What follows belongs to an exercise in optimizing a design on an open flow for small area; a production flow would make more cautious choices. Where RTL was checked, it was by simulation tests only, not by an equivalence proof against the original. The RTL of runs 5 to 7 was laid out without a check of its function. No activity file was given, so power comes from the tool's default toggle rates.

--- flow/design.v ---
module ParkingController (
    input clk,
    input rst,
    input car_entered,
    input is_uni_car_entered,
    input car_exited,
    input is_uni_car_exited,
    output reg [9:0] uni_parked_cars,
    output reg [9:0] parked_cars,
    output reg [9:0] uni_vacated_space,
    output reg [9:0] vacated_space,
    output uni_is_vacated_space,
    output is_vacated_space
);
integer second;
integer total_others_space;
assign uni_is_vacated_space = (uni_vacated_space > 0);
assign is_vacated_space = (vacated_space > 0);
always @(posedge clk) begin
    if (rst) begin
        second  = 8 * 3600;
        uni_parked_cars = 0;
        parked_cars = 0;
        uni_vacated_space = 500;
        vacated_space = 200;
        total_others_space = 200;
    end
    else begin
    if (second % 3600 == 0)
        if (second == (24 + 8) * 3600) begin
            second  = 8 * 3600;
            total_others_space = 200;
            uni_vacated_space = 700 - total_others_space - uni_parked_cars;
            parked_cars = (parked_cars > total_others_space) ? total_others_space : parked_cars;
            vacated_space = total_others_space - parked_cars;            
        end
        else if (second == 13 * 3600 || second == 14 * 3600 || second == 15 * 3600)
            total_others_space = total_others_space + 50;
        else if (second == 16 * 3600)
            total_others_space = total_others_space + 150;
        uni_parked_cars = (uni_parked_cars > 700 - total_others_space) ? (700 - total_others_space) : uni_parked_cars;
        uni_vacated_space = 700 - total_others_space - uni_parked_cars;
        vacated_space = total_others_space - parked_cars;
    second = second + 1;
    if (car_entered) begin
        if (is_uni_car_entered && uni_vacated_space > 0) begin
            uni_parked_cars = uni_parked_cars + 1;
            uni_vacated_space = uni_vacated_space - 1;
        end
        else if (~is_uni_car_entered && vacated_space > 0) begin
            parked_cars = parked_cars + 1;
            vacated_space = vacated_space - 1;
        end
    end
    if (car_exited) begin
        if (is_uni_car_exited && uni_parked_cars > 0) begin
            uni_parked_cars = uni_parked_cars - 1;
            uni_vacated_space = uni_vacated_space + 1;
        end
        else if (~is_uni_car_exited && parked_cars > 0) begin
            parked_cars = parked_cars - 1;
            vacated_space = vacated_space + 1;
        end
    end
    end
end
endmodule
--- flow/run.sh ---
#!/bin/bash
# synth_recipe.tcl (not shown) runs the flow's synth.tcl, then flattens the netlist and writes it again
# the make line also repeats each setting of config.mk as NAME=value (left out here)
make -C /OpenROAD-flow-scripts/flow DESIGN_CONFIG=/design/flow/config.mk WORK_HOME=/design/flow/orfs CLKGATE_MAP_FILE= SYNTH_SCRIPT=/design/flow/synth_recipe.tcl finish
--- flow/config.mk ---
export PLATFORM = sky130hd
export DESIGN_NAME = ParkingController
export DESIGN_NICKNAME = ParkingController
export VERILOG_FILES = /design/flow/design.v
export SDC_FILE = /design/flow/constraint.sdc
export NUM_CORES = 4
export LEC_CHECK = 0
export CAP_MARGIN = 20
export CORE_MARGIN = 2
export CORE_UTILIZATION = 40
export SLEW_MARGIN = 20
--- flow/constraint.sdc ---
create_clock -name core_clock -period 35.0 [get_ports {clk}]
set_input_delay 7.0000 -clock core_clock [delete_from_list [all_inputs] [get_ports {clk}]]
set_output_delay 7.0000 -clock core_clock [all_outputs]
set_load 0.01 [all_outputs]
==> results of run 1 <==
worst max-delay path, delay by kind of cell (launching register included):
family,cells,cell delay [ns]
AOI/OAI and AO/OA,41,13.07
and+or+nand+nor,27,10.21
muxes,6,3.34
buffers and inverters,6,1.06
adders and majority gates,4,0.97
DFF,1,0.46
xor gates and xnor gates,1,0.28
power by group through the flow:
| stage | registers [mW] | clock network, mW | logic (mW) |
|---|---|---|---|
| 5_1_grt | 0.153 | 0.120 | 0.324 |
| 4_1_cts | 0.152 | 0.116 | 0.295 |
| 3_5_place_dp | 0.154 | 0 | 0.290 |
| 3_3_place_gp | 0.154 | 0 | 0.286 |
| 6_report | 0.152 | 0.112 | 0.295 |
| 2_1_floorplan | 0.154 | 0 | 0.210 |
routing by layer:
metal  vias to the layer above  GRT usage  wire (µm)
met5                         -          0          0
met4                         0    0.05753       1067
met3                        86    0.02016       3065
met2                       777     0.4185      27710
met1                      9521     0.3151      26070
li1                       9652          -          -
state kept, by name, summed over array words and instances, names as in the netlist:
| register | count |
|---|---|
| total_others_space | 32 |
| second | 32 |
| parked_cars | 10 |
| uni_vacated_space | 10 |
| vacated_space | 10 |
| uni_parked_cars | 10 |
worst min path at each step:
stage	start	end	slack [ns]	cells after the start
final	second[30]$_SDFF_PP0_	second[30]$_SDFF_PP0_	0.56	2
after floorplan	second[30]$_SDFF_PP0_	second[30]$_SDFF_PP0_	0.50	2
after global routing	second[30]$_SDFF_PP0_	second[30]$_SDFF_PP0_	0.58	2
after detailed placement	second[30]$_SDFF_PP0_	second[30]$_SDFF_PP0_	0.55	2
after CTS	second[30]$_SDFF_PP0_	second[30]$_SDFF_PP0_	0.56	2
after global placement	second[30]$_SDFF_PP0_	second[30]$_SDFF_PP0_	0.52	2
through the flow:
step	setup WS (ns)	util
after floorplan	10.99	-
after global placement	6.217	0.4220
after detailed placement	5.718	0.4220
after CTS	5.619	0.4291
after global routing	3.286	0.4293
final	5.487	0.4293
final cells by class:
cell class | count | area [µm²]
Fill cell | 4533 | 25290
Multi-Input combinational cell | 2265 | 15040
Sequential cell | 104 | 2082
Tap cell | 592 | 740.7
Timing Repair Buffer | 63 | 585.6
Inverter | 72 | 270.3
Clock buffer | 10 | 239.0
Clock inverter | 6 | 73.82
placed cells by master (no fill, tap or decap), types with 12 or more instances in the layout:
master / instances
nand2_1: 233
o2111ai_1: 15
or3_1: 43
maj3_1: 14
ha_1: 35
nor4_1: 50
nor2_1: 295
buf_4: 16
o21ai_1: 26
o21ai_0: 112
and3_1: 44
mux2i_1: 52
o31a_1: 14
o31ai_1: 17
and4_1: 15
xor2_1: 75
and2_1: 33
a31oi_1: 49
a211oi_1: 31
nand4_1: 50
o22ai_1: 13
a311oi_1: 12
a22oi_1: 13
nand2b_1: 17
dfxtp_1: 104
a21o_1: 29
nand3_1: 108
or2_2: 24
o21a_1: 20
a21oi_1: 151
nor3_1: 102
clkdlybuf4s50_1: 46
inv_1: 71
o211ai_1: 32
nor2b_1: 14
a211o_1: 17
or4_1: 27
xnor2_1: 164
kinds of logic (layout without fill, tap and decap cells):
group | Yosys count | after routing
AOI/OAI and AO/OA | 793 | 793
DFF | 104 | 104
and+or+nand+nor | 1111 | 1111
adders and majority gates | 51 | 51
xor gates and xnor gates | 242 | 242
muxes | 68 | 68
buffers and inverters | 203 | 151
==> results.json, run 1 <==
{
  "grt.overflow.total": 0,
  "post-route-period-util": 0.8432,
  "status": "timing/DRC/antenna clean",
  "max_slew_margin": 0.2834,
  "max_freq_mhz": 33.88,
  "drcViolationCount": 0,
  "synth_cells": 2572,
  "ctsHoldBuffers": 0,
  "post_drt_wl_per_cell_um": 18.61,
  "clk_path_buf_depth": 2,
  "diodes": 0,
  "ys_seq_area_frac": 0.1159,
  "hold_class": "reg -> reg",
  "synthTopCellsByArea": "dfxtp_1 (12%), xnor2_1 (8.0%), nor2_1 (6.2%)",
  "synth_edf_count": 0,
  "synth_commonest_cells": "nor2_1 (295), nand2_1 (233), xnor2_1 (164), a21oi_1 (151), o21ai_0 (112)",
  "pwr-share-comb": 0.528,
  "r2r-start": "second[3]$_SDFF_PP0_",
  "crit_type": "reg -> reg",
  "fin_skew_ns": 0.01156,
  "timing.rr.end": "uni_parked_cars[1]$_SDFF_PP0_",
  "grt_pass1_wl_um": 95050,
  "drive_gt1_frac": 0.06429,
  "place.gp.congestion": 0.9217,
  "ys.flop_type": "dfxtp_1",
  "rsz0062_at_grt": "no",
  "crit_end": "uni_parked_cars[1]$_SDFF_PP0_",
  "core-area_mm2": 0.04432,
  "critPathCaptureType": "flop",
  "path_common_cell": "or4_1",
  "drt_first_pass_iters": 8,
  "tns_ns": 0,
  "synth_simple_gate_area_share": 0.3123,
  "synthAdderAreaFrac": 0.03441,
  "seqPwrFrac": 0.272,
  "hpwlAfterDp_um": 44620,
  "clkLatencyLatePin_ns": 0.37,
  "cpMaxStageDelayCell": "mux2i_1",
  "cp.required_ns": 35.30,
  "fp.dieW_um": 215.9,
  "crit_start": "second[3]$_SDFF_PP0_",
  "leakage_nw": 6.756,
  "p_clk_frac": 0.200,
  "cts_tree": "done",
  "antenna_found_initial": 0,
  "netlist_area_mm2": 0.01796,
  "dieArea_mm2": 0.04662,
  "start_util": 0.4053,
  "synth_top_family_by_area": "compound AO/OA/AOI/OAI gates",
  "hold_slack_ns": 0.5555,
  "cap_violations": 0,
  "gr-usage-all-layers": 0.2385,
  "die_h_um": 215.9,
  "netlist.area_leader.share": 0.1159,
  "drtIter0Drc": 1860,
  "grt_max_degree": 80,
  "grt_pass1_vias": 18700,
  "crit_path_start_kind": "flop",
  "rows": 77,
  "placed_area_mm2": 0.01870,
  "p_total_uw": 558.9,
  "cts_buffers": 9,
  "worst_pin_slew_ns": 1.067,
  "p_switching_uw": 240.1,
  "ys_ff_latch": 104,
  "portBuffers": 47,
  "cts_setup_buffers": 0,
  "synth_compound_area_frac": 0.3300,
  "dpl.cell_count": 3096,
  "htreeDepth": 3,
  "crit_fanout": 30,
  "arrival_ns": 29.81,
  "max_stage_delay_ns": 0.77,
  "routed_wirelength_um": 57910,
  "ys_types": 130,
  "rr_worst_depth": 85,
  "timing.final.crit_period_ns": 29.51,
  "synth_most_common_cell": "nor2_1",
  "final_area_mm2": 0.01903,
  "postRouteAntennaNets": 0,
  "pin_count": 48,
  "vias_per_cell": 6.438,
  "layout.cells.non_filler": 3112,
  "async_reset_ff_frac": 0,
  "post_synth_xor_area_fraction": 0.1196,
  "area_delta_synth_final_pct": 5.928,
  "synth_largest_area_cell": "dfxtp_1",
  "path_clk_slew_ns": 0.08,
  "finalNetCount": 2558,
  "finalSetupViolations": 0,
  "syn_area_per_cell_um2": 6.984,
  "synth.mux.area_fraction": 0.03943,
  "vias": 20040,
  "rrSetupSlack_ns": 5.49,
  "yosysWarnings": 1,
  "power.internal_uw": 318.8,
  "swShare": 0.4295,
  "drv_slew": 0,
  "cts_root_buffer": "clkbuf_16",
  "vdd_drop_max_uv": 30.81,
  "cts.repair.resized": 0,
  "cts.sinks": 104,
  "p_per_area_mw_per_mm2": 29.37,
  "hold_violations": 0
}
==> inputs of run 2 (changes only) <==
==> flow/design.v (replaced) <==
module ParkingController (
    input clk,
    input rst,
    input car_entered,
    input is_uni_car_entered,
    input car_exited,
    input is_uni_car_exited,
    output [9:0] uni_parked_cars,
    output [9:0] parked_cars,
    output [9:0] uni_vacated_space,
    output [9:0] vacated_space,
    output uni_is_vacated_space,
    output is_vacated_space
);
reg [11:0] s;
reg [4:0]  g;
reg [8:0]  q, p;
function [8:0] rsub;
    input [8:0] k, x;
    integer i;
    reg b;
    begin
        b = 1'b0;
        for (i = 0; i < 9; i = i + 1) begin
            rsub[i] = k[i] ^ x[i] ^ b;
            b = (~k[i] & (x[i] | b)) | (x[i] & b);
        end
    end
endfunction
function [8:0] rud;
    input [8:0] x;
    input up, dn;
    integer i;
    reg c;
    begin
        c = up;
        for (i = 0; i < 9; i = i + 1) begin
            rud[i] = x[i] ^ dn ^ c;
            c = (x[i] & dn) | (x[i] & c) | (dn & c);
        end
    end
endfunction
function lt;
    input [8:0] x, k;
    integer i;
    reg eq;
    begin
        lt = 1'b0;
        eq = 1'b1;
        for (i = 8; i >= 0; i = i - 1) begin
            lt = lt | (eq & k[i] & ~x[i]);
            eq = eq & ~(k[i] ^ x[i]);
        end
    end
endfunction
function [11:0] inc12;
    input [11:0] x;
    integer i;
    reg c;
    begin
        c = 1'b1;
        for (i = 0; i < 12; i = i + 1) begin
            inc12[i] = x[i] ^ c;
            c = x[i] & c;
        end
    end
endfunction
wire swrap = &{s[11:9], s[3:0]};    
wire h12 = ~g[4] & (g[3:0] == 4'd12);
wire h13 = ~g[4] & (g[3:0] == 4'd13);
wire h14 = ~g[4] & (g[3:0] == 4'd14);
wire h15 = ~g[4] & (g[3:0] == 4'd15);
wire [8:0] c_d = g[4] ? 9'd500 : h13 ? 9'd250 : h14 ? 9'd300 : h15 ? 9'd350 : 9'd200;
wire [8:0] u_d = g[4] ? 9'd200 : h13 ? 9'd450 : h14 ? 9'd400 : h15 ? 9'd350 : 9'd500;
wire [8:0] fu = rsub(u_d, q);
wire [8:0] fo = rsub(c_d, p);
wire nzu = |fu;
wire nzo = |fo;
wire tu50  = swrap & (h12 | h13 | h14);
wire tu150 = swrap & h15;
wire tu300 = swrap & (&g);
wire [8:0] un = h12 ? 9'd450 : h13 ? 9'd400 : h14 ? 9'd350 : 9'd200;
wire eu = car_entered & is_uni_car_entered;
wire eo = car_entered & ~is_uni_car_entered;
wire xu = car_exited & is_uni_car_exited;
wire xo = car_exited & ~is_uni_car_exited;
wire u_clamp = (tu50 & lt(fu, 9'd50)) | (tu150 & lt(fu, 9'd150));
wire u_ok = tu50 ? ~lt(fu, 9'd51) : tu150 ? ~lt(fu, 9'd151) : (nzu | tu300);
wire u_inc = eu & u_ok;
wire u_up = u_inc & ~xu;
wire u_dn = ~u_inc & xu & (|q);
wire o_clamp = tu300 & lt(fo, 9'd300);
wire o_ok = tu300 ? ~lt(fo, 9'd301) : (nzo | swrap & (h12 | h13 | h14 | h15));
wire o_inc = eo & o_ok;
wire o_up = o_inc & ~xo;
wire o_dn = ~o_inc & xo & (|p);
wire [8:0] un_x = un - {8'd0, xu};
always @(posedge clk) begin
    if (rst) begin
        s <= 12'd3599;
        g <= 5'd7;
        q <= 9'd0;
        p <= 9'd0;
    end else begin
        s <= swrap ? 12'd0 : inc12(s);
        if (swrap) g <= (g + 5'd1) | {1'b0, &g, 3'b0};
        q <= u_clamp ? un_x : rud(q, u_up, u_dn);
        p <= o_clamp ? (xo ? 9'd199 : 9'd200) : rud(p, o_up, o_dn);
    end
end
assign uni_parked_cars = {1'b0, q};
assign parked_cars = {1'b0, p};
assign uni_vacated_space = {1'b0, fu};
assign vacated_space = {1'b0, fo};
assign uni_is_vacated_space = nzu;
assign is_vacated_space = nzo;
endmodule
==> flow/flow/run.sh (new file) <==
#!/bin/bash
bash standard.sh > standard.log 2>&1
==> flow/standard.sh (new file) <==
#!/bin/bash
# synth_recipe.tcl (not shown) runs the flow's synth.tcl, then flattens the netlist and writes it again
# the make line also repeats each setting of config.mk as NAME=value (left out here)
make -C /OpenROAD-flow-scripts/flow DESIGN_CONFIG=/design/flow/config.mk WORK_HOME=/design/flow/orfs CLKGATE_MAP_FILE= SYNTH_SCRIPT=/design/flow/synth_recipe.tcl "${@:-finish}"
--- a/flow/config.mk
+++ b/flow/config.mk
@@ -6,4 +6,5 @@
 export NUM_CORES = 4
 export LEC_CHECK = 0
+export ABC_AREA = 1
 export CAP_MARGIN = 20
 export CORE_MARGIN = 2
removed: flow/run.sh
==> run 2 against run 1 <==
Net effect:
- maximum frequency up 140%
- non-clock buffer count down 20
- sequential cell count down 69
- wire length down 89%
- register-to-register slack better by 21 ns
- synthesized cell count down 86%
- sequential power down about 50%
- via count down 88%
- die area down 83%
- first-iteration DRC count down 95%
- synthesized area down 84%
- clock power down 74%
- critical endpoint is now is_vacated_space
- largest power group unchanged
==> results.json, run 2 <==
{
  "hold_violations": 0,
  "critPathCaptureType": "primary output",
  "synth_largest_area_cell": "dfxtp_1",
  "drtIter0Drc": 90,
  "crit_end": "is_vacated_space",
  "cts_buffers": 5,
  "drt_first_pass_iters": 4,
  "arrival_ns": 5.54,
  "portBuffers": 43,
  "max_slew_margin": 0.3679,
  "vias_per_cell": 4.596,
  "most-common-layout-cells": "inv_1 (67), nand2_1 (56), nor2_1 (44)",
  "path_depth": 24,
  "cts.repair.resized": 0,
  "ctsHoldBuffers": 0,
  "largest_reg_flops": 12,
  "netlist_area_mm2": 0.002922,
  "max_freq_mhz": 79.77,
  "core-area_mm2": 0.007176,
  "grt_pass1_wl_um": 10900,
  "grt_max_degree": 24,
  "synth_cells": 361,
  "finalNetCount": 458,
  "grt.overflow.total": 0,
  "ys_ff_latch": 35,
  "rr_worst_depth": 40,
  "post_drt_wl_per_cell_um": 12.42,
  "cts_setup_buffers": 0,
  "htreeDepth": 2,
  "max_stage_delay_ns": 0.48,
  "path_buf_inv": 8,
  "cpMaxStageDelayCell": "clkdlybuf4s50_1",
  "leakage_nw": 1.680,
  "die_h_um": 89.46,
  "clkLatencyLatePin_ns": 0.29,
  "final_common_cell": "inv_1",
  "ys_seq_area_frac": 0.2398,
  "vdd_drop_max_uv": 32.17,
  "regMostFlops": "s",
  "cp.required_ns": 28.00,
  "timing.final.crit_period_ns": 12.54,
  "rows": 31,
  "place.gp.congestion": 0.8480,
  "cap_violations": 0,
  "antenna_found_initial": 0,
  "fp.dieW_um": 89.46,
  "drive_gt1_frac": 0.1064,
  "cts.sinks": 35,
  "cp_top_family": "adder cells",
  "cts_tree": "done",
  "yosysWarnings": 1,
  "placed_area_mm2": 0.003411,
  "post-route-period-util": 0.3582,
  "ys.flop_type": "dfxtp_1",
  "finalSetupViolations": 0,
  "postRouteAntennaNets": 0,
  "timing.rr.end": "q[8]$_SDFF_PP0_",
  "p_per_area_mw_per_mm2": 106.9,
  "synthTopCellsByArea": "dfxtp_1 (24%), fa_1 (21%), inv_1 (8.6%)",
  "dieArea_mm2": 0.008003,
  "gr-usage-all-layers": 0.1767,
  "hpwlAfterDp_um": 5158,
  "grt_pass1_vias": 2381,
  "start_util": 0.4071,
  "pin_count": 48,
  "tns_ns": 0,
  "synth_commonest_cells": "inv_1 (67), nand2_1 (56), nor2_1 (44), dfxtp_1 (35), fa_1 (30)",
  "fin_skew_ns": 0.009420,
  "worst_pin_slew_ns": 0.9447,
  "drv_slew": 0,
  "rrSetupSlack_ns": 26.11,
  "synth_most_common_cell": "inv_1",
  "area_delta_synth_final_pct": 19.66,
  "rsz0062_at_grt": "no",
  "ys_types": 35,
  "clk_path_buf_depth": 2,
  "crit_type": "reg -> out",
  "syn_area_per_cell_um2": 8.093,
  "routed_wirelength_um": 6246,
  "async_reset_ff_frac": 0,
  "crit_start": "g[0]$_SDFFE_PP1P_",
  "cts_root_buffer": "clkbuf_8",
  "hold_slack_ns": 0.4994,
  "synth_edf_count": 0,
  "status": "timing/DRC/antenna clean",
  "crit_fanout": 5,
  "path_clk_slew_ns": 0.07,
  "vias": 2312,
  "cp_cell_sequence": "ha_1 > inv_1 > nor2_1 > ha_1 > inv_1 > nor2_1 > inv_1 > a21oi_1 > fa_1 > inv_1 > fa_1 > fa_1 > inv_1 > fa_1 > inv_1 > fa_1 > inv_1 > fa_1 > fa_1 > nor2_1 > nand2_1 > nor4_1 > nand2_1 > clkdlybuf4s50_1",
  "final_area_mm2": 0.003496,
  "drcViolationCount": 0,
  "hold_class": "reg -> reg",
  "r2r-start": "g[0]$_SDFFE_PP1P_",
  "crit_path_start_kind": "flop",
  "min_from": "s[0]$_SDFF_PP1_",
  "diodes": 0,
  "netlist.area_leader.share": 0.2398
}
## run 2: cell types whose count changed after synthesis, sizes merged, moves of 55 or more
cell | previous run | this run
nor2 | 296 | 49
nand2 | 234 | 71
xnor2 | 165 | 6
a21oi | 156 | 12
o21ai | 142 | 19
nor3 | 108 | 3
nand3 | 108 | 15
clkbuf | 78 | 2
xor2 | 76 | 3
dfxtp | 104 | 35
mux2i | 55 | 0
## run 2: metal layers
metal	share of wire	wire, µm	vias up	global-route usage
li1	-	-	1179	-
met1	0.47	2932	1072	0.2337
met2	0.47	2960	51	0.2963
met3	0.040	251	10	0.03324
met4	0.016	102	0	0.04885
met5	0	0	-	0
## run 2: kinds of logic after synthesis
logic type / count (synthesis) / share of synthesized area
AOI/OAI and AO/OA: 34 / 0.07195
xor gates and xnor gates: 9 / 0.02698
adders and majority gates: 49 / 0.2869
buffers and inverters: 82 / 0.1173
DFF: 35 / 0.2398
other: 1 / 0.001284
and+or+nand+nor: 151 / 0.2557
## run 2: cell type report
| cell class | instances | area (µm²) |
|---|---|---|
| clock buffers | 6 | 72.57 |
| clock inverters | 2 | 12.51 |
| fillers | 725 | 3680 |
| inverters | 71 | 266.5 |
| multi-input cells | 247 | 1889 |
| flip-flops and latches | 35 | 700.7 |
| well taps | 99 | 123.9 |
| repair buffers | 43 | 430.4 |
## run 2: how the worst min path moves through the flow
| stage | endpoint | slack, ns | depth (start not counted) |
|---|---|---|---|
| after floorplan | s[0]$_SDFF_PP1_ | 0.43 | 1 |
| after global placement | s[0]$_SDFF_PP1_ | 0.45 | 1 |
| after detailed placement | s[0]$_SDFF_PP1_ | 0.50 | 1 |
| after CTS | s[0]$_SDFF_PP1_ | 0.51 | 1 |
| after global routing | s[0]$_SDFF_PP1_ | 0.56 | 1 |
| final | s[0]$_SDFF_PP1_ | 0.50 | 1 |
## run 2: through the flow
stage | instances | util | setup WS [ns] | total power, mW
floorplan | 364 | - | 23.55 | 0.2416
global placement | 495 | 0.4753 | 23.00 | 0.3427
detailed placement | 495 | 0.4753 | 22.82 | 0.3473
CTS | 503 | 0.4872 | 22.47 | 0.3784
global route | 503 | 0.4872 | 21.95 | 0.4148
finish | 503 | 0.4872 | 22.46 | 0.3737
## run 2: where the power goes
group / switching [mW] / leakage, nW / internal, mW
Sequential: 0.0202 / 0.288 / 0.0557
Combinational: 0.144 / 1.35 / 0.124
Clock: 0.0155 / 0.0412 / 0.0139
Total: 0.180 / 1.68 / 0.194
==> inputs of run 3 (changes only) <==
==> flow/run.sh (new file) <==
#!/bin/bash
# synth_recipe.tcl (not shown) runs the flow's synth.tcl, then flattens the netlist and writes it again
# the make line also repeats each setting of config.mk as NAME=value (left out here)
make -C /OpenROAD-flow-scripts/flow DESIGN_CONFIG=/design/flow/config.mk WORK_HOME=/design/flow/orfs CLKGATE_MAP_FILE= SYNTH_SCRIPT=/design/flow/synth_recipe.tcl finish
removed: flow/flow/run.sh
removed: flow/standard.sh
==> run 3 against run 2 <==
Net effect:
- critical path depth did not move
- sequential share of layout area did not move
- register-to-register slack barely moved
- cell count did not move
- critical endpoint unchanged
- highest routed layer unchanged
==> results.json, run 3 <==
{
  "rrSetupSlack_ns": 26.11,
  "path_clk_slew_ns": 0.07,
  "rr_worst_depth": 40,
  "postRouteAntennaNets": 0,
  "drt_first_pass_iters": 4,
  "grt_pass1_wl_um": 10900,
  "area_delta_synth_final_pct": 19.66,
  "start_util": 0.4071,
  "fin_skew_ns": 0.009420,
  "ctsHoldBuffers": 0,
  "crit_path_start_kind": "flop",
  "hold_violations": 0,
  "r2r-start": "g[0]$_SDFFE_PP1P_",
  "synth_largest_area_cell": "dfxtp_1",
  "synth_most_common_cell": "inv_1",
  "crit_type": "reg -> out",
  "final_common_cell": "inv_1",
  "post-route-util": 0.4872,
  "dpl.cell_count": 495,
  "timing.rr.end": "q[8]$_SDFF_PP0_",
  "grt_pass1_vias": 2381,
  "max_slew_margin": 0.3679,
  "status": "timing/DRC/antenna clean",
  "ys_types": 35,
  "htreeDepth": 2,
  "rsz0062_at_grt": "no",
  "crit_fanout": 5,
  "drive_gt1_frac": 0.1064,
  "cts.repair.resized": 0,
  "largest_reg_flops": 12,
  "portBuffers": 43,
  "die_h_um": 89.46,
  "post-route-period-util": 0.3582,
  "vias": 2312,
  "leakage_nw": 1.680,
  "tns_ns": 0,
  "synth_commonest_cells": "inv_1 (67), nand2_1 (56), nor2_1 (44), dfxtp_1 (35), fa_1 (30)",
  "diodes": 0,
  "timing.final.crit_period_ns": 12.54,
  "antenna_found_initial": 0,
  "cts_buffers": 5,
  "synth_cells": 361,
  "grt_max_degree": 24,
  "drcViolationCount": 0,
  "netlist_area_mm2": 0.002922,
  "ys.flop_type": "dfxtp_1",
  "hpwlAfterDp_um": 5158,
  "regMostFlops": "s",
  "critPathCaptureType": "primary output",
  "cap_violations": 0,
  "async_reset_ff_frac": 0,
  "worst_pin_slew_ns": 0.9447,
  "pin_count": 48,
  "p_per_area_mw_per_mm2": 106.9,
  "gr-usage-all-layers": 0.1767,
  "vias_per_cell": 4.596,
  "place.gp.congestion": 0.8480,
  "netlist.area_leader.share": 0.2398,
  "core-area_mm2": 0.007176,
  "syn_area_per_cell_um2": 8.093,
  "clk_path_buf_depth": 2,
  "drv_slew": 0,
  "cts_root_buffer": "clkbuf_8",
  "cp.required_ns": 28.00,
  "finalNetCount": 458,
  "layout.cells.non_filler": 503,
  "routed_wirelength_um": 6246,
  "min_to": "s[0]$_SDFF_PP1_",
  "most-common-layout-cells": "inv_1 (67), nand2_1 (56), nor2_1 (44)",
  "fp.dieW_um": 89.46,
  "dieArea_mm2": 0.008003,
  "p_total_uw": 373.7,
  "hold_class": "reg -> reg",
  "max_freq_mhz": 79.77,
  "yosysWarnings": 1,
  "finalSetupViolations": 0,
  "ys_ff_latch": 35,
  "vdd_drop_max_uv": 32.17,
  "synth_edf_count": 0,
  "grt.overflow.total": 0,
  "clkLatencyLatePin_ns": 0.29,
  "cts_tree": "done",
  "synthTopCellsByArea": "dfxtp_1 (24%), fa_1 (21%), inv_1 (8.6%)",
  "rows": 31,
  "min_from": "s[0]$_SDFF_PP1_",
  "drtIter0Drc": 90,
  "cts.sinks": 35,
  "hold_slack_ns": 0.4994,
  "hold_depth": 1,
  "post_drt_wl_per_cell_um": 12.42,
  "cts_setup_buffers": 0,
  "arrival_ns": 5.54,
  "ys_seq_area_frac": 0.2398
}
[run 3: cell counts in the layout (fill, tap and decap cells not counted)]
No cell type changed its count.
[run 3: logic make-up after synthesis]
group / share of synthesized area
other cells: 0.001284
simple gates: 0.2557
compound gates: 0.07195
flops: 0.2398
fa+ha+maj: 0.2869
buf+inv: 0.1173
xor+xnor: 0.02698
[run 3: area by class of cell]
cell class,instances,area (µm²)
timing repair buffer,43,430.4
multi-input combinational,247,1889
clock inverter,2,12.51
fill,725,3680
sequential,35,700.7
clock buffer,6,72.57
tap,99,123.9
inverter,71,266.5
[run 3: report_power, final]
group	switching [mW]	leakage [nW]	internal, mW
combinational	0.144	1.35	0.124
clock	0.0155	0.0412	0.0139
sequential	0.0202	0.288	0.0557
[run 3: per-layer routing]
layer,routed length [µm],vias to the layer above,GRT usage
met2,2960,51,0.2963
li1,-,1179,-
met3,251,10,0.03324
met1,2932,1072,0.2337
met4,102,0,0.04885
met5,0,-,0
[run 3: worst max path at each step]
stage | startpoint | to | slack (ns) | cells after the start
2_1_floorplan | g[0]$_SDFFE_PP1P_ | is_vacated_space | 23.55 | 23
3_3_place_gp | g[0]$_SDFFE_PP1P_ | is_vacated_space | 23.00 | 24
3_5_place_dp | g[0]$_SDFFE_PP1P_ | is_vacated_space | 22.82 | 24
4_1_cts | g[0]$_SDFFE_PP1P_ | is_vacated_space | 22.47 | 24
5_1_grt | g[0]$_SDFFE_PP1P_ | is_vacated_space | 21.95 | 24
6_report | g[0]$_SDFFE_PP1P_ | is_vacated_space | 22.46 | 24
[run 3: per-stage QoR]
| stage | instance area (µm²) | setup slack [ns] |
|---|---|---|
| 4_1_cts | 3496 | 22.47 |
| 6_report | 3496 | 22.46 |
| 2_1_floorplan | 2933 | 23.55 |
| 3_3_place_gp | 3411 | 23.00 |
| 3_5_place_dp | 3411 | 22.82 |
| 5_1_grt | 3496 | 21.95 |
[run 3: critical path, cell delays in order, from the launching register on]
cell and delay, ns:
dfxtp_1 0.40, ha_1 0.19, inv_1 0.06, nor2_1 0.16
ha_1 0.26, inv_1 0.14, nor2_1 0.12, inv_1 0.06
a21oi_1 0.34, fa_1 0.25, inv_1 0.05, fa_1 0.38
fa_1 0.37, inv_1 0.07, fa_1 0.16, inv_1 0.05
fa_1 0.36, inv_1 0.08, fa_1 0.19, fa_1 0.44
nor2_1 0.20, nand2_1 0.10, nor4_1 0.26, nand2_1 0.09
clkdlybuf4s50_1 0.48
==> inputs of run 4 (changes only) <==
==> flow/flow/run.sh (new file) <==
#!/bin/bash
# Standard ORFS layout with two changes: synthesis maps the logic with an
# area-oriented ABC script (flow/area.abc, no full-adder extraction), and the
# port buffers are buf_1 cells.
set -euo pipefail
W=$PWD
bash standard.sh SYNTH_SCRIPT=$W/flow/synth_wrap.tcl ADDER_MAP_FILE= \
  "BUFFER_PORTS_ARGS=-buffer_cell sky130_fd_sc_hd__buf_1" finish > $W/standard.log 2>&1
==> flow/flow/area.abc (new file) <==
strash
dc2
&get -n
&deepsyn -T 15
&put
dch -f
amap
==> flow/flow/synth_wrap.tcl (new file) <==
# The standard flow's synthesis script, with ABC's mapping script replaced by flow/area.abc
set my_flow_dir [file dirname [file normalize [info script]]]
proc abc {args} {
  global my_flow_dir
  set i [lsearch -exact $args -script]
  if { $i >= 0 } { lset args [expr {$i + 1}] $my_flow_dir/area.abc }
  yosys abc {*}$args
}
source [file join $my_flow_dir .. synth_recipe.tcl]
==> flow/standard.sh (new file) <==
#!/bin/bash
# synth_recipe.tcl (not shown) runs the flow's synth.tcl, then flattens the netlist and writes it again
# the make line also repeats each setting of config.mk as NAME=value (left out here)
make -C /OpenROAD-flow-scripts/flow DESIGN_CONFIG=/design/flow/config.mk WORK_HOME=/design/flow/orfs CLKGATE_MAP_FILE= SYNTH_SCRIPT=/design/flow/synth_recipe.tcl "${@:-finish}"
removed: flow/run.sh
==> run 4 against run 3 <==
Net effect:
- maximum frequency up 0.26%
- largest cell class unchanged
- count of clock-buffer cells in the layout down 1
- largest power group unchanged
- first-iteration DRC count rose to 3.9 times the previous value
- synthesized area down 21%
- core utilization down 1.4 points
- combinational power down 62%
- register-to-register slack better by 1.8 ns
==> results.json, run 4 <==
{
  "synth_commonest_cells": "nor2_1 (61), clkinv_1 (49), nand2_1 (43), o21ai_0 (40), dfxtp_1 (35)",
  "path_common_cell": "nand2_1",
  "post_drt_wl_per_cell_um": 14.04,
  "async_reset_ff_frac": 0,
  "pwr-share-comb": 0.518,
  "critPathCaptureType": "primary output",
  "post-route-period-util": 0.3572,
  "grt_pass1_vias": 2206,
  "diodes": 0,
  "cp.required_ns": 28.00,
  "most-common-layout-cells": "nor2_1 (61), clkinv_1 (49), nand2_1 (43), buf_1 (43), o21ai_0 (40)",
  "layout.cells.non_filler": 469,
  "max_freq_mhz": 79.98,
  "hold_violations": 0,
  "grt_max_degree": 18,
  "drive_gt1_frac": 0.01763,
  "rrSetupSlack_ns": 27.89,
  "ys_seq_area_frac": 0.3050,
  "drt_first_pass_iters": 5,
  "max_stage_delay_ns": 0.43,
  "netlist.area_leader.share": 0.3050,
  "start_util": 0.4146,
  "clk_path_buf_depth": 2,
  "crit_type": "reg -> out",
  "gr-usage-all-layers": 0.2131,
  "cpMaxStageDelayCell": "nor2_1",
  "vias_per_cell": 5.480,
  "cts.repair.resized": 0,
  "arrival_ns": 5.50,
  "p_switching_uw": 94.04,
  "postRouteAntennaNets": 0,
  "worst_pin_slew_ns": 0.5003,
  "pre_cts_ws_ns": 22.90,
  "hold_class": "reg -> reg",
  "leakage_nw": 0.9560,
  "yosysWarnings": 1,
  "cts_root_buffer": "clkbuf_8",
  "setup_slack_ns": 22.50,
  "clkLatencyLatePin_ns": 0.29,
  "drcViolationCount": 0,
  "power.internal_uw": 103.1,
  "vias": 2570,
  "p_clk_frac": 0.184,
  "cts_tree": "done",
  "final_common_cell": "nor2_1",
  "ys.flop_type": "dfxtp_1",
  "crit_path_start_kind": "flop",
  "finalNetCount": 403,
  "finalSetupViolations": 0,
  "grt_pass1_wl_um": 10640,
  "ys_types": 38,
  "core-area_mm2": 0.005540,
  "synth_edf_count": 0,
  "synth_largest_area_cell": "dfxtp_1",
  "grt.overflow.total": 0,
  "pin_count": 48,
  "netlist_area_mm2": 0.002297,
  "wl_met1_um": 3121,
  "place.gp.congestion": 0.9224,
  "final_area_mm2": 0.002621,
  "antenna_found_initial": 0,
  "dpl.cell_count": 462,
  "max_slew_margin": 0.6652,
  "vdd_drop_max_uv": 43.43,
  "ys_ff_latch": 35,
  "dr_wl_met3_um": 461,
  "placed_area_mm2": 0.002515,
  "p_per_area_mw_per_mm2": 75.22,
  "timing.final.crit_period_ns": 12.50,
  "p_total_uw": 197.2,
  "cts_buffers": 5,
  "seqPwrFrac": 0.298,
  "ctsHoldBuffers": 0,
  "fp.dieW_um": 79.78,
  "portBuffers": 43,
  "cap_violations": 0,
  "drtIter0Drc": 348,
  "hpwlAfterDp_um": 5153,
  "dr_wl_met2_um": 2863,
  "rows": 27,
  "status": "timing/DRC/antenna clean",
  "swShare": 0.4770,
  "area_delta_synth_final_pct": 14.11,
  "drv_slew": 0,
  "largest_reg_flops": 12,
  "routed_wirelength_um": 6583,
  "rsz0062_at_grt": "no",
  "cts_setup_buffers": 0,
  "dieArea_mm2": 0.006365,
  "tns_ns": 0,
  "crit_fanout": 8,
  "synth_most_common_cell": "nor2_1",
  "fill_cells": 604,
  "path_clk_slew_ns": 0.08,
  "fin_skew_ns": 0.005126,
  "regMostFlops": "s",
  "die_h_um": 79.78,
  "cts.sinks": 35,
  "synth_cells": 350,
  "syn_area_per_cell_um2": 6.563,
  "synthTopCellsByArea": "dfxtp_1 (31%), nor2_1 (10%), o21ai_0 (8.7%)",
  "path_buf_inv": 5,
  "top_layer": "met4",
  "htreeDepth": 2,
  "cp_top_family": "simple AND/OR/NAND/NOR gates"
}
-- run 4: cells by family (layout without fill, tap and decap cells) --
logic type      after synthesis  after routing  synth area share
other cells                   1              4          0.001632
simple gates                148            148            0.2838
compound gates              111            111            0.3099
flops                        35             35            0.3050
buf+inv                      55             99           0.09967
-- run 4: final timing paths --
check / startpoint / end / depth (start not counted)
setup / recovery: g[4]$_SDFFE_PP0P_ / uni_is_vacated_space / 30
hold / removal: s[0]$_SDFF_PP1_ / s[0]$_SDFF_PP1_ / 1
setup reg to reg: g[4]$_SDFFE_PP0P_ / q[7]$_SDFF_PP0_ / 39
hold reg to reg: s[0]$_SDFF_PP1_ / s[0]$_SDFF_PP1_ / 1
-- run 4: metrics by stage --
step | util | hold slack (ns)
2_1_floorplan | - | 0.3760
4_1_cts | 0.4731 | 0.4087
3_3_place_gp | 0.4539 | 0.3886
5_1_grt | 0.4731 | 0.4456
6_report | 0.4731 | 0.4060
3_5_place_dp | 0.4539 | 0.3932
-- run 4: layout make-up --
type / instances / area [µm²] / share of cell area
Sequential cell: 35 / 700.7 / 0.2673
Clock buffer: 5 / 68.82 / 0.02625
Tap cell: 72 / 90.09 / 0.03437
Multi-Input combinational cell: 263 / 1379 / 0.5260
Inverter: 49 / 183.9 / 0.07017
Timing Repair Buffer: 43 / 161.4 / 0.06158
Clock inverter: 2 / 37.54 / 0.01432
-- run 4: power by group through the flow --
stage / combinational (mW) / clock [mW] / sequential, mW
floorplan: 0.0701 / 0 / 0.0591
global placement: 0.101 / 0 / 0.0596
detailed placement: 0.101 / 0 / 0.0595
CTS: 0.101 / 0.0372 / 0.0586
global route: 0.115 / 0.0390 / 0.0601
finish: 0.102 / 0.0363 / 0.0587
-- run 4: metal layers --
metal	vias up	global-route usage
met5	-	0
met4	0	0.07627
met3	13	0.04186
met2	119	0.3252
met1	1116	0.2981
li1	1322	-
==> inputs of run 5 (changes only) <==
==> flow/design.v (replaced) <==
module ParkingController (
    input clk,
    input rst,
    input car_entered,
    input is_uni_car_entered,
    input car_exited,
    input is_uni_car_exited,
    output [9:0] uni_parked_cars,
    output [9:0] parked_cars,
    output [9:0] uni_vacated_space,
    output [9:0] vacated_space,
    output uni_is_vacated_space,
    output is_vacated_space
);
reg [11:0] s;
reg [4:0]  g;
reg [8:0]  q, p;    
function [8:0] rsub;
    input [8:0] k, x;
    integer i;
    reg b;
    begin
        b = 1'b0;
        for (i = 0; i < 9; i = i + 1) begin
            rsub[i] = k[i] ^ x[i] ^ b;
            b = (~k[i] & (x[i] | b)) | (x[i] & b);
        end
    end
endfunction
function [8:0] rud;
    input [8:0] x;
    input up, dn;
    integer i;
    reg c;
    begin
        c = up;
        for (i = 0; i < 9; i = i + 1) begin
            rud[i] = x[i] ^ dn ^ c;
            c = (x[i] & dn) | (x[i] & c) | (dn & c);
        end
    end
endfunction
function le;
    input [8:0] x, k;
    integer i;
    reg eq;
    begin
        le = 1'b0;
        eq = 1'b1;
        for (i = 8; i >= 0; i = i - 1) begin
            le = le | (eq & k[i] & ~x[i]);
            eq = eq & ~(k[i] ^ x[i]);
        end
        le = le | eq;
    end
endfunction
wire swrap = (s & 12'd1919) == (12'd2989 & 12'd1919);
wire h12 = ~g[4] & g[2] & ~g[1] & ~g[0];
wire h13 = ~g[4] & g[2] & ~g[1] & g[0];
wire h14 = ~g[4] & g[2] & g[1] & ~g[0];
wire h15 = ~g[4] & g[3] & g[2] & g[1] & g[0];
wire [8:0] c_d = g[4] ? 9'd500 : h13 ? 9'd250 : h14 ? 9'd300 : h15 ? 9'd350 : 9'd200;
wire [8:0] u_d = g[4] ? 9'd200 : h13 ? 9'd450 : h14 ? 9'd400 : h15 ? 9'd350 : 9'd500;
wire [8:0] fu = rsub(u_d, q);
wire [8:0] fo = rsub(c_d, p);
wire nzu = |fu;
wire nzo = |fo;
wire tday = swrap & (h12 | h13 | h14 | h15);   
wire tnew = swrap & (&g);                        
wire [8:0] un = h12 ? 9'd450 : h13 ? 9'd400 : h14 ? 9'd350 : 9'd200;
wire eu = car_entered & is_uni_car_entered;
wire eo = car_entered & ~is_uni_car_entered;
wire xu = car_exited & is_uni_car_exited;
wire xo = car_exited & ~is_uni_car_exited;
wire u_sel = tday & (h15 ? le(fu, 9'd150) : le(fu, 9'd50));
wire u_inc = eu & (nzu | tnew);
wire u_up = u_inc & ~xu;
wire u_dn = ~u_inc & xu & (|q);
wire o_sel = tnew & le(fo, 9'd300);
wire o_inc = eo & (nzo | tday);
wire o_up = o_inc & ~xo;
wire o_dn = ~o_inc & xo & (|p);
always @(posedge clk) begin
    if (rst) begin
        s <= 12'd2989;
        g <= 5'd7;
        q <= 9'd0;
        p <= 9'd0;
    end else begin
        s <= {s[10:0], s[11] ^ s[5] ^ s[2] ^ s[0] ^ swrap};
        if (swrap) g <= (g + 5'd1) | {1'b0, &g, 3'b0};
        q <= u_sel ? un - {8'd0, xu} : rud(q, u_up, u_dn);
        p <= o_sel ? 9'd200 - {8'd0, xo} : rud(p, o_up, o_dn);
    end
end
assign uni_parked_cars = {1'b0, q};
assign parked_cars = {1'b0, p};
assign uni_vacated_space = {1'b0, fu};
assign vacated_space = {1'b0, fo};
assign uni_is_vacated_space = nzu;
assign is_vacated_space = nzo;
endmodule
==> flow/flow/run.sh (replaced) <==
#!/bin/bash
# Standard ORFS layout with these changes: synthesis maps the logic with an
# area-oriented ABC script (flow/area.abc, no full-adder extraction), the port
# buffers are buf_1 cells, and clock tree synthesis uses small buffers and no
# dummy loads.
set -euo pipefail
W=$PWD
bash standard.sh SYNTH_SCRIPT=$W/flow/synth_wrap.tcl ADDER_MAP_FILE= \
  "BUFFER_PORTS_ARGS=-buffer_cell sky130_fd_sc_hd__buf_1" \
  "CTS_ARGS=-sink_clustering_enable -repair_clock_nets -dont_use_dummy_load -buf_list sky130_fd_sc_hd__clkbuf_4" \
  finish > $W/standard.log 2>&1
==> run 5 against run 4 <==
Net effect:
- non-clock buffer count is the same
- critical endpoint unchanged
- critical path depth shrank 2
- count of clock-buffer cells in the layout stayed put
- still clean
- largest power group unchanged
==> results.json, run 5 <==
{
  "status": "timing/DRC/antenna clean",
  "ys.flop_type": "dfxtp_1",
  "antenna_found_initial": 0,
  "timing.final.crit_period_ns": 12.01,
  "core-area_mm2": 0.005405,
  "cts_setup_buffers": 0,
  "area_delta_synth_final_pct": 11.55,
  "netlist.area_leader.share": 0.3169,
  "rr_worst_depth": 34,
  "die_h_um": 78.35,
  "hpwlAfterDp_um": 4831,
  "path_clk_slew_ns": 0.12,
  "regMostFlops": "s",
  "post_drt_wl_per_cell_um": 13.27,
  "routed_wirelength_um": 6065,
  "p_clk_frac": 0.141,
  "post-route-util": 0.4563,
  "timing.rr.end": "q[8]$_SDFF_PP0_",
  "grt.overflow.total": 0,
  "drcViolationCount": 0,
  "finalSetupViolations": 0,
  "htreeDepth": 2,
  "pre_cts_ws_ns": 23.43,
  "power.internal_uw": 72.95,
  "postRouteAntennaNets": 0,
  "max_freq_mhz": 83.28,
  "grt_pass1_vias": 2089,
  "p_switching_uw": 61.21,
  "most-common-layout-cells": "nor2_1 (67), clkinv_1 (56), buf_1 (43)",
  "vias_per_cell": 5.387,
  "pin_count": 48,
  "drive_gt1_frac": 0.01299,
  "rsz0062_at_grt": "no",
  "hold_depth": 2,
  "pwr-share-comb": 0.472,
  "min_from": "s[5]$_SDFF_PP1_",
  "min_to": "s[6]$_SDFF_PP0_",
  "async_reset_ff_frac": 0,
  "synth_cells": 340,
  "setup_slack_ns": 22.99,
  "synth_largest_area_cell": "dfxtp_1",
  "fp.dieW_um": 78.35,
  "ys_types": 31,
  "drv_slew": 0,
  "cap_violations": 0,
  "placed_area_mm2": 0.002429,
  "arrival_ns": 5.01,
  "final_common_cell": "nor2_1",
  "cts.sinks": 35,
  "syn_area_per_cell_um2": 6.503,
  "fill_cells": 590,
  "tns_ns": 0,
  "crit_fanout": 6,
  "place.gp.congestion": 0.9030,
  "ys_seq_area_frac": 0.3169,
  "swShare": 0.4562,
  "hold_violations": 0,
  "ys_ff_latch": 35,
  "vias": 2462,
  "finalNetCount": 393,
  "rrSetupSlack_ns": 28.65,
  "clk_path_buf_depth": 2,
  "synth_most_common_cell": "nor2_1",
  "cts_root_buffer": "clkbuf_4",
  "dieArea_mm2": 0.006138,
  "synth_commonest_cells": "nor2_1 (67), clkinv_1 (56), dfxtp_1 (35), o21ai_0 (28), nand2_1 (27)",
  "worst_pin_slew_ns": 0.7059,
  "ctsHoldBuffers": 0,
  "diodes": 0,
  "clkLatencyLatePin_ns": 0.34,
  "post-route-period-util": 0.3431,
  "fin_skew_ns": 0.02896,
  "seqPwrFrac": 0.387,
  "portBuffers": 43,
  "crit_path_start_kind": "flop",
  "synthTopCellsByArea": "dfxtp_1 (32%), nor2_1 (11%), clkinv_1 (9.5%)",
  "cts_buffers": 5,
  "grt_max_degree": 19,
  "max_slew_margin": 0.5294,
  "rows": 27,
  "cpMaxStageDelayCell": "o21ai_0",
  "p_per_area_mw_per_mm2": 54.40,
  "drtIter0Drc": 149,
  "yosysWarnings": 1,
  "critPathCaptureType": "primary output",
  "vdd_drop_max_uv": 30.15,
  "leakage_nw": 0.8482,
  "gr-usage-all-layers": 0.2057,
  "path_buf_inv": 8,
  "max_stage_delay_ns": 0.42,
  "grt_pass1_wl_um": 9991,
  "path_common_cell": "nor2_1",
  "cts.repair.resized": 0,
  "cp.required_ns": 28.00,
  "cp_top_family": "simple AND/OR/NAND/NOR gates",
  "r2r-start": "g[0]$_SDFFE_PP1N_",
  "synth_edf_count": 0,
  "start_util": 0.4090,
  "crit_type": "reg -> out",
  "largest_reg_flops": 12,
  "cts_tree": "done",
  "netlist_area_mm2": 0.002211,
  "final_area_mm2": 0.002466,
  "drt_first_pass_iters": 4,
  "hold_class": "reg -> reg"
}
-- run 5: area by class of cell --
| class | count | area [µm²] | share of cell area |
|---|---|---|---|
| inverter | 56 | 210.2 | 0.08524 |
| clock buffer | 5 | 37.54 | 0.01522 |
| multi-input combinational | 246 | 1266 | 0.5134 |
| tap | 72 | 90.09 | 0.03653 |
| timing repair buffer | 43 | 161.4 | 0.06545 |
| sequential | 35 | 700.7 | 0.2841 |
-- run 5: metal layers --
metal | global-route usage | vias to the layer above | routed length [µm]
met2 | 0.3241 | 76 | 2720
met1 | 0.2801 | 1084 | 2902
met3 | 0.03563 | 12 | 316
met4 | 0.08070 | 0 | 126
met5 | 0 | - | 0
li1 | - | 1290 | -
-- run 5: how the worst max path moves through the flow --
stage          slack (ns)                   end         startpoint  depth (start not counted)
3_5_place_dp        23.43  uni_is_vacated_space  g[0]$_SDFFE_PP1N_                         28
2_1_floorplan       24.19  uni_is_vacated_space  g[1]$_SDFFE_PP1N_                         27
4_1_cts             23.05  uni_is_vacated_space  g[0]$_SDFFE_PP1N_                         28
3_3_place_gp        23.45  uni_is_vacated_space  g[0]$_SDFFE_PP1N_                         28
6_report            22.99  uni_is_vacated_space  g[0]$_SDFFE_PP1N_                         28
5_1_grt             22.26  uni_is_vacated_space  g[1]$_SDFFE_PP1N_                         28
-- run 5: kinds of logic (layout without fill, tap and decap cells) --
logic type / count (synthesis) / count (layout) / synth area share
and+or+nand+nor: 140 / 140 / 0.2796
other: 1 / 4 / 0.001696
AOI/OAI and AO/OA: 102 / 102 / 0.2864
DFF: 35 / 35 / 0.3169
buffers and inverters: 62 / 104 / 0.1154
-- run 5: power groups by stage --
stage	clock, mW	combinational, mW	sequential, mW
detailed placement	0	0.0624	0.0528
global placement	0	0.0629	0.0527
finish	0.0190	0.0633	0.0519
CTS	0.0198	0.0626	0.0518
floorplan	0	0.0445	0.0524
global route	0.0217	0.0720	0.0528
-- run 5: worst min-delay path, cell delays in order, from the launching register on --
cell      delay, ns
dfxtp_1        0.32
clkinv_1       0.07
nor2_1         0.04
-- run 5: stage by stage --
stage / std cells / hold slack [ns] / power [mW]
final: 457 / 0.4243 / 0.1342
after global routing: 457 / 0.4460 / 0.1466
after CTS: 457 / 0.4250 / 0.1342
after detailed placement: 452 / 0.4042 / 0.1152
after global placement: 452 / 0.4032 / 0.1156
after floorplan: 343 / 0.3909 / 0.09689
==> inputs of run 6 (changes only) <==
--- a/flow/flow/run.sh
+++ b/flow/flow/run.sh
@@ -8,4 +8,4 @@
 bash standard.sh SYNTH_SCRIPT=$W/flow/synth_wrap.tcl ADDER_MAP_FILE= \
   "BUFFER_PORTS_ARGS=-buffer_cell sky130_fd_sc_hd__buf_1" \
-  "CTS_ARGS=-sink_clustering_enable -repair_clock_nets -dont_use_dummy_load -buf_list sky130_fd_sc_hd__clkbuf_4" \
+  "CTS_ARGS=-sink_clustering_enable -repair_clock_nets -dont_use_dummy_load -buf_list sky130_fd_sc_hd__clkbuf_4 -sink_clustering_size 12 -sink_clustering_max_diameter 200" \
   finish > $W/standard.log 2>&1
==> run 6 against run 5 <==
Net effect:
- wire length stayed put
- global-route usage stayed put
- synthesized area stayed put
- sequential share of layout area stayed put
- clock skew stayed put
- power stayed put
- worst hold slack stayed put
- critical path type unchanged
- critical path depth stayed put
- cell count stayed put
- core utilization stayed put
- still clean
- maximum frequency stayed put
- via count stayed put
==> results.json, run 6 <==
{
  "ys.flop_type": "dfxtp_1",
  "grt_pass1_wl_um": 9991,
  "ctsHoldBuffers": 0,
  "synth_largest_area_cell": "dfxtp_1",
  "max_slew_margin": 0.5294,
  "finalNetCount": 393,
  "area_delta_synth_final_pct": 11.55,
  "crit_path_start_kind": "flop",
  "cts.repair.resized": 0,
  "cp.required_ns": 28.00,
  "final_common_cell": "nor2_1",
  "path_common_cell": "nor2_1",
  "netlist_area_mm2": 0.002211,
  "clkLatencyLatePin_ns": 0.34,
  "htreeDepth": 2,
  "status": "timing/DRC/antenna clean",
  "routed_wirelength_um": 6065,
  "seqCellArea_um2": 700.7,
  "pre_cts_ws_ns": 23.43,
  "fin_skew_ns": 0.02896,
  "cts_setup_buffers": 0,
  "drcViolationCount": 0,
  "multi_input_area_mm2": 0.001266,
  "leakage_nw": 0.8482,
  "post-route-util": 0.4563,
  "arrival_ns": 5.01,
  "synth_cells": 340,
  "cts.sinks": 35,
  "path_clk_slew_ns": 0.12,
  "cts_buffers": 5,
  "grt.overflow.total": 0,
  "drv_slew": 0,
  "vdd_drop_max_uv": 30.15,
  "fp.dieW_um": 78.35,
  "fill_cells": 590,
  "p_total_uw": 134.2,
  "hold_class": "reg -> reg",
  "cts_root_buffer": "clkbuf_4",
  "vias": 2462,
  "p_per_area_mw_per_mm2": 54.40,
  "regMostFlops": "s",
  "cp_top_family": "simple AND/OR/NAND/NOR gates",
  "vias_per_cell": 5.387,
  "critPathCaptureType": "primary output",
  "drt_first_pass_iters": 4,
  "start_util": 0.4090,
  "rows": 27,
  "synth_most_common_cell": "nor2_1",
  "post_drt_wl_per_cell_um": 13.27,
  "grt_pass1_vias": 2089,
  "timing.final.crit_period_ns": 12.01,
  "hpwlAfterDp_um": 4831,
  "synthTopCellsByArea": "dfxtp_1 (32%), nor2_1 (11%), clkinv_1 (9.5%)",
  "syn_area_per_cell_um2": 6.503,
  "drtIter0Drc": 149,
  "netlist.area_leader.share": 0.3169,
  "cpMaxStageDelayCell": "o21ai_0",
  "hold_slack_ns": 0.4243,
  "async_reset_ff_frac": 0,
  "worst_pin_slew_ns": 0.7059,
  "gr-usage-all-layers": 0.2057,
  "ys_ff_latch": 35,
  "most-common-layout-cells": "nor2_1 (67), clkinv_1 (56), buf_1 (43)",
  "diodes": 0,
  "place.gp.congestion": 0.9030,
  "finalSetupViolations": 0,
  "ys_types": 31,
  "postRouteAntennaNets": 0,
  "post-route-period-util": 0.3431,
  "portBuffers": 43,
  "grt_max_degree": 19,
  "max_stage_delay_ns": 0.42,
  "rsz0062_at_grt": "no",
  "dieArea_mm2": 0.006138,
  "antenna_found_initial": 0,
  "synth_edf_count": 0,
  "largest_reg_flops": 12,
  "hold_violations": 0,
  "path_buf_inv": 8,
  "cap_violations": 0,
  "pin_count": 48,
  "crit_fanout": 6,
  "max_freq_mhz": 83.28,
  "cts_tree": "done",
  "tns_ns": 0,
  "drive_gt1_frac": 0.01299,
  "crit_type": "reg -> out",
  "clk_path_buf_depth": 2,
  "ys_seq_area_frac": 0.3169,
  "synth_commonest_cells": "nor2_1 (67), clkinv_1 (56), dfxtp_1 (35), o21ai_0 (28), nand2_1 (27)",
  "setup_slack_ns": 22.99,
  "yosysWarnings": 1,
  "die_h_um": 78.35,
  "core-area_mm2": 0.005405
}
[run 6: power breakdown]
group	switching [mW]	leakage [nW]	internal [mW]	total (mW)
sequential	0.00716	0.287	0.0448	0.0519
combinational	0.0418	0.538	0.0215	0.0633
clock	0.0123	0.0230	0.00672	0.0190
total	0.0612	0.848	0.0730	0.134
[run 6: area by class of cell]
type | instances | share of cell area
multi-input cells | 246 | 0.5134
flip-flops and latches | 35 | 0.2841
inverters | 56 | 0.08524
repair buffers | 43 | 0.06545
well taps | 72 | 0.03653
clock buffers | 5 | 0.01522
[run 6: worst min-delay path: stages, from the launching register on]
cell      delay (ns)
dfxtp_1         0.32
clkinv_1        0.07
nor2_1          0.04
[run 6: final timing paths]
| check | from | endpoint | slack [ns] | cells after the start |
|---|---|---|---|---|
| min | s[5]$_SDFF_PP1_ | s[6]$_SDFF_PP0_ | 0.42 | 2 |
| max | g[0]$_SDFFE_PP1N_ | uni_is_vacated_space | 22.99 | 28 |
| max reg2reg | g[0]$_SDFFE_PP1N_ | q[8]$_SDFF_PP0_ | 28.65 | 34 |
| min reg2reg | s[5]$_SDFF_PP1_ | s[6]$_SDFF_PP0_ | 0.42 | 2 |
[run 6: metal layers]
layer	GRT usage	routed length, µm
met5	0	0
met4	0.08070	126
met3	0.03563	316
met2	0.3241	2720
met1	0.2801	2902
[run 6: cells by family after synthesis]
logic type,after synthesis,share of synthesized area
AO/OA/AOI/OAI,102,0.2864
buffers and inverters,62,0.1154
flip-flops,35,0.3169
other,1,0.001696
AND/OR/NAND/NOR,140,0.2796
[run 6: through the flow]
stage,instances,area (µm²)
after global placement,452,2429
final,457,2466
after global routing,457,2466
after floorplan,343,2222
after CTS,457,2466
after detailed placement,452,2429
==> inputs of run 7 (changes only) <==
--- a/flow/flow/run.sh
+++ b/flow/flow/run.sh
@@ -8,4 +8,4 @@
 bash standard.sh SYNTH_SCRIPT=$W/flow/synth_wrap.tcl ADDER_MAP_FILE= \
   "BUFFER_PORTS_ARGS=-buffer_cell sky130_fd_sc_hd__buf_1" \
-  "CTS_ARGS=-sink_clustering_enable -repair_clock_nets -dont_use_dummy_load -buf_list sky130_fd_sc_hd__clkbuf_4 -sink_clustering_size 12 -sink_clustering_max_diameter 200" \
+  "CTS_ARGS=-sink_clustering_enable -repair_clock_nets -dont_use_dummy_load -buf_list sky130_fd_sc_hd__clkbuf_8 -sink_clustering_size 20 -sink_clustering_max_diameter 200" \
   finish > $W/standard.log 2>&1
==> run 7 against run 6 <==
Net effect:
- first-iteration DRC count grew 4.7%
- global-route usage grew 0.12 points
- synthesized cell count is the same
- cell count is the same
- count of clock-buffer cells in the layout is the same
- worst hold slack lost 0.0018 ns
- non-clock buffer count is the same
- highest routed layer unchanged
==> results.json, run 7 <==
{
  "max_freq_mhz": 83.72,
  "drtIter0Drc": 156,
  "drcViolationCount": 0,
  "netlist.area_leader.share": 0.3169,
  "start_util": 0.4090,
  "post-route-period-util": 0.3413,
  "cpMaxStageDelayCell": "o21ai_0",
  "synth_most_common_cell": "nor2_1",
  "synthTopCellsByArea": "dfxtp_1 (32%), nor2_1 (11%), clkinv_1 (9.5%)",
  "final_common_cell": "nor2_1",
  "ys.flop_type": "dfxtp_1",
  "dpl.cell_count": 452,
  "cts_buffers": 5,
  "path_common_cell": "nor2_1",
  "diodes": 0,
  "p_per_area_mw_per_mm2": 56.56,
  "hold_violations": 0,
  "grt_pass1_vias": 2114,
  "path_clk_slew_ns": 0.07,
  "swShare": 0.4401,
  "p_switching_uw": 62.16,
  "p_clk_frac": 0.182,
  "cts_tree": "done",
  "critPathCaptureType": "primary output",
  "vias": 2465,
  "cts_setup_buffers": 0,
  "cts.repair.resized": 0,
  "ys_ff_latch": 35,
  "leakage_nw": 0.8611,
  "power.internal_uw": 79.09,
  "hpwlAfterDp_um": 4831,
  "post_drt_wl_per_cell_um": 13.40,
  "async_reset_ff_frac": 0,
  "max_stage_delay_ns": 0.42,
  "crit_type": "reg -> out",
  "pwr-share-comb": 0.449,
  "largest_reg_flops": 12,
  "drv_slew": 0,
  "area_delta_synth_final_pct": 12.96,
  "synth_largest_area_cell": "dfxtp_1",
  "clkLatencyLatePin_ns": 0.28,
  "dieArea_mm2": 0.006138,
  "clk_path_buf_depth": 2,
  "syn_area_per_cell_um2": 6.503,
  "finalSetupViolations": 0,
  "rows": 27,
  "grt_pass1_wl_um": 10020,
  "drive_gt1_frac": 0.01299,
  "rsz0062_at_grt": "no",
  "tns_ns": 0,
  "rr_worst_depth": 34,
  "synth_edf_count": 0,
  "ys_seq_area_frac": 0.3169,
  "fin_skew_ns": 0.01758,
  "htreeDepth": 2,
  "post-route-util": 0.4620,
  "cts.sinks": 35,
  "grt_max_degree": 19,
  "layout.cells.non_filler": 457,
  "place.gp.congestion": 0.9030,
  "vias_per_cell": 5.394,
  "fp.dieW_um": 78.35,
  "gr-usage-all-layers": 0.2069,
  "grt.overflow.total": 0,
  "cp.required_ns": 28.00,
  "vdd_drop_max_uv": 30.00,
  "drt_first_pass_iters": 4,
  "die_h_um": 78.35,
  "synth_cells": 340,
  "worst_pin_slew_ns": 0.6951,
  "regMostFlops": "s",
  "pin_count": 48,
  "netlist_area_mm2": 0.002211,
  "core-area_mm2": 0.005405,
  "hold_depth": 1,
  "portBuffers": 43,
  "hold_class": "reg -> reg",
  "antenna_found_initial": 0,
  "yosysWarnings": 1,
  "routed_wirelength_um": 6125,
  "crit_path_start_kind": "flop",
  "most-common-layout-cells": "nor2_1 (67), clkinv_1 (56), buf_1 (43)",
  "timing.final.crit_period_ns": 11.94,
  "ctsHoldBuffers": 0,
  "max_slew_margin": 0.5366,
  "synth_commonest_cells": "nor2_1 (67), clkinv_1 (56), dfxtp_1 (35), o21ai_0 (28), nand2_1 (27)",
  "crit_fanout": 6,
  "cts_root_buffer": "clkbuf_8",
  "cap_violations": 0,
  "postRouteAntennaNets": 0,
  "status": "timing/DRC/antenna clean",
  "arrival_ns": 4.94,
  "ys_types": 31,
  "finalNetCount": 393,
  "seqPwrFrac": 0.369
}
run 7: cell count changes in the layout (fill, tap and decap cells not counted):
| cell | previous run | this run |
|---|---|---|
| clkbuf_4 | 5 | 0 |
| clkbuf_8 | 0 | 5 |
run 7: worst paths after layout:
kind | slack, ns | startpoint | to
min reg2reg | 0.42 | s[7]$_SDFF_PP1_ | s[8]$_SDFF_PP1_
max reg2reg | 28.65 | g[0]$_SDFFE_PP1N_ | q[8]$_SDFF_PP0_
max | 23.06 | g[0]$_SDFFE_PP1N_ | uni_is_vacated_space
min | 0.42 | s[7]$_SDFF_PP1_ | s[8]$_SDFF_PP1_
run 7: cell families after synthesis:
family          Yosys count  synth area share
other cells               1          0.001696
buf+inv                  62            0.1154
compound gates          102            0.2864
flops                    35            0.3169
simple gates            140            0.2796
run 7: critical path: cells and delay by family (launching register included):
kind / cells / cell delay (ns)
compound gates: 8 / 1.59
buf+inv: 8 / 1.13
flops: 1 / 0.35
simple gates: 12 / 1.59
run 7: per-stage QoR:
step                      hold WS (ns)  power (mW)  setup slack, ns  cell area [µm²]
after floorplan                 0.3909     0.09689            24.19             2222
after global placement          0.4032      0.1156            23.45             2429
after detailed placement        0.4042      0.1152            23.43             2429
after CTS                       0.4256      0.1413            23.11             2497
after global routing            0.4600      0.1536            22.33             2497
final                           0.4226      0.1413            23.06             2497
run 7: final cells by class:
type                            instances  area [µm²]
Fill cell                             590        2908
Multi-Input combinational cell        246        1266
Sequential cell                        35       700.7
Inverter                               56       210.2
Timing Repair Buffer                   43       161.4
Tap cell                               72       90.09
Clock buffer                            5       68.82
run 7: power groups by stage:
stage / logic [mW] / registers, mW / clock network [mW]
after floorplan: 0.0445 / 0.0524 / 0
after global placement: 0.0629 / 0.0527 / 0
after detailed placement: 0.0624 / 0.0528 / 0
after CTS: 0.0626 / 0.0518 / 0.0269
after global routing: 0.0720 / 0.0528 / 0.0288
final: 0.0634 / 0.0521 / 0.0258
run 7: layer usage:
layer | vias up | share of wire | track usage
li1 | 1281 | - | -
met1 | 1096 | 0.47 | 0.2766
met2 | 78 | 0.46 | 0.3276
met3 | 10 | 0.052 | 0.04253
met4 | 0 | 0.016 | 0.08070
met5 | - | 0 | 0

-- afterwards: timing with drivers on the ports --
In the flow no input, the clock included, has a driving cell. The finished layouts below were timed again as built, in two steps. Step 1 sets driving cells, clkbuf_16 on the clock port and buf_2 on the other inputs (assumed; they add their load-dependent delay and slew). Step 2, shift: input delay + t, output delay - t, t = (earliest + latest rising clock arrival at the registers) / 2. This alone moves slack from input paths to output paths. Three values: ideal ports, drivers, drivers and shift; two values: the first two.
run	t, ns	slack for setup (ns)	hold WS [ns]	worst setup path at the end	slew at the worst register clock pin (ns)
run 1	0.413	5.487 / 5.487 / 5.487	0.555 / 0.555 / 0.555	register to register	0.08 / 0.08
run 2	0.314	22.465 / 22.436 / 22.749	0.499 / 0.499 / 0.499	register to output	0.08 / 0.08
run 3	0.314	22.465 / 22.436 / 22.749	0.499 / 0.499 / 0.499	register to output	0.08 / 0.08
run 4	0.314	22.497 / 22.469 / 22.782	0.406 / 0.406 / 0.406	register to output	0.08 / 0.08
run 5	0.347	22.992 / 22.967 / 23.314	0.424 / 0.424 / 0.424	register to output	0.12 / 0.12
run 6	0.347	22.992 / 22.967 / 23.314	0.424 / 0.424 / 0.424	register to output	0.12 / 0.12
run 7	0.303	23.055 / 23.027 / 23.331	0.423 / 0.423 / 0.423	register to output	0.07 / 0.07
After both steps setup and hold are still met in every run listed.
